What follows belongs to an exercise in optimizing a design on an open flow for small area, a short achievable clock period and few clock cycles per item; a production flow would make more cautious choices. In this exercise RTL edits were held to simulation tests only and were not proved equivalent to the original.

## rs_decoder_90_64
module rs_decoder_90_64 (
    input  clk,
    input  rst_n,
    input  start,
    input  [719:0] received_code,
    output [511:0] decoded_data,
    output [4:0] errors_detected,
    output error_corrected,
    output [6:0] error_position,
    output reg valid_out,
    output decode_success
);
    reg p1, p2, p3;
    wire p0 = ~(p1 | p2 | p3);
    reg [63:0] acc;     
    reg [255:0] u;
    wire [255:0] un;
    reg [9:0] t1;
    reg [9:0] t2;
    reg [9:0] t3;
    reg [9:0] t4;
    reg [9:0] t5;
    reg [9:0] t6;
    reg [9:0] t7;
    reg [9:0] t8;
    reg [9:0] t9;
    reg [9:0] t10;
    reg [9:0] t11;
    reg [9:0] t12;
    reg [9:0] t13;
    reg [9:0] t14;
    reg [9:0] t15;
    reg [9:0] t16;
    reg [9:0] t17;
    reg [9:0] t18;
    reg [9:0] t19;
    reg [9:0] t20;
    reg [9:0] t21;
    reg [9:0] t22;
    reg [9:0] t23;
    reg [9:0] t24;
    reg [9:0] t25;
    reg [9:0] t26;
    reg [9:0] t27;
    reg [9:0] t28;
    reg [9:0] t29;
    reg [9:0] t30;
    reg [9:0] t31;
  ...
Size: ~600 flip-flops.
export LEC_CHECK = 0
export CAP_MARGIN = 40
export CORE_AREA = 10 10 690 690
export DIE_AREA = 0 0 700 700
export SETUP_SLACK_MARGIN = 5
export SLEW_MARGIN = 40
create_clock -name core_clock -period 12.0 [get_ports {clk}]
standard.sh (not shown) runs the stock make flow with config.mk's settings and CLKGATE_MAP_FILE= SYNTH_SCRIPT=/design/flow/synth_recipe.tcl, a recipe that flattens the netlist after the stock synthesis.
==> flow/flow/run.sh <==
#!/bin/bash
# The standard layout (standard.sh: standard synthesis, floorplan, place, CTS, route),
# with two settings changed on the make command line:
#  - the port buffers that global placement inserts use the smallest buffer cell
#    (timing repair resizes the ones that matter);
set -euo pipefail
bash standard.sh "BUFFER_PORTS_ARGS=-buffer_cell sky130_fd_sc_hd__buf_1" \
    "SETUP_SLACK_MARGIN=5.5" finish > standard.log 2>&1
Testbench counts at the start, summed over its fixed seeds: cycles 1,920, items 384.
Change:
==> flow/run.sh (new file) <==
#!/bin/bash
# synth_recipe.tcl (not shown) runs the flow's synth.tcl, then flattens the netlist and writes it again
# the make line also repeats each setting of config.mk as NAME=value (left out here)
make -C /OpenROAD-flow-scripts/flow DESIGN_CONFIG=/design/flow/config.mk WORK_HOME=/design/flow/orfs CLKGATE_MAP_FILE= SYNTH_SCRIPT=/design/flow/synth_recipe.tcl finish
removed: flow/flow/run.sh
removed: flow/standard.sh
Core utilization rose by 1.1 points.
Cell count fell by 0.75%.
First-iteration DRC count stays flat.
Worst setup slack is worse by 0.11 ns.

========
rs_decoder_90_64, a different RTL version from the one above (not shown whole).
Size in the first run: about 320 flip-flops, ~0.090 sq mm of cells after synthesis.
// rs_decoder_90_64
module rs_decoder_90_64 (
    input  clk,
    input  rst_n,
    input  start,
    input  [719:0] received_code,
    output [511:0] decoded_data,
    output [4:0] errors_detected,
    output error_corrected,
    output [6:0] error_position,
    output reg valid_out,
    output decode_success
);
export LEC_CHECK = 0
export CAP_MARGIN = 40
export CORE_AREA = 10 10 690 690
export DIE_AREA = 0 0 700 700
export SETUP_SLACK_MARGIN = 5
export SLEW_MARGIN = 40
create_clock -name core_clock -period 12.0 [get_ports {clk}]
==> flow/flow/run.sh <==
#!/bin/bash
# The standard layout (standard.sh: standard synthesis, floorplan, place, CTS, route),
# with one change on the make command line: the port buffers that global placement
# inserts use the smallest buffer cell (timing repair resizes the ones that matter).
# Every tool's output stays in orfs/logs; make's own output goes to standard.log.
set -euo pipefail
bash standard.sh "BUFFER_PORTS_ARGS=-buffer_cell sky130_fd_sc_hd__buf_1" finish > standard.log 2>&1
The first run completed with no timing, DRC or antenna violations.
Testbench counts at the start, summed over its fixed seeds: cycles 1,920, items 384.
==> next run, changes <==
==> flow/flow/run.sh (replaced) <==
#!/bin/bash
# The standard layout (standard.sh: standard synthesis, floorplan, place, CTS, route),
# with two settings changed on the make command line:
#  - the port buffers that global placement inserts use the smallest buffer cell
#    (timing repair resizes the ones that matter);
set -euo pipefail
bash standard.sh "BUFFER_PORTS_ARGS=-buffer_cell sky130_fd_sc_hd__buf_1" \
    "SETUP_SLACK_MARGIN=5.5" finish > standard.log 2>&1
--- a/flow/config.mk
+++ b/flow/config.mk
@@ -7,6 +7,6 @@
 export LEC_CHECK = 0
 export CAP_MARGIN = 40
-export CORE_AREA = 10 10 690 690
-export DIE_AREA = 0 0 700 700
+export CORE_AREA = 10 10 590 590
+export DIE_AREA = 0 0 600 600
 export SETUP_SLACK_MARGIN = 5
 export SLEW_MARGIN = 40
The new run completed without violations.
Design area stays flat.
Area after synthesis stays the same.
Worst hold slack gets better by 10 ps.

==> static timing again, ports no longer ideal <==
No port has a modelled driver above. Below, the same layouts with a new extraction and two added sets of constraints. Step 1: set_driving_cell puts a clkbuf_16 on clk and a buf_2 on each other input, an assumption about the parent block. Step 2, shift: input delay + t, output delay - t, t = (earliest + latest rising clock arrival at the registers) / 2. This alone moves slack from input paths to output paths. Three values: ideal ports, drivers, drivers and shift; two values: the first two.
| run | t, ns | setup WS [ns] | worst setup path after step 2 |
|---|---|---|---|
| the first run of note 1 | 1.025 | 4.831 / 4.739 / 5.177 | register to register |
| the second run of note 1 | 1.000 | 4.718 / 4.718 / 4.718 | register to register |
| the first run of note 2 | 0.951 | 4.687 / 4.687 / 4.687 | register to register |
| the second run of note 2 | 0.934 | 4.692 / 4.692 / 4.692 | register to register |
After both steps setup and hold are still met in every run listed.
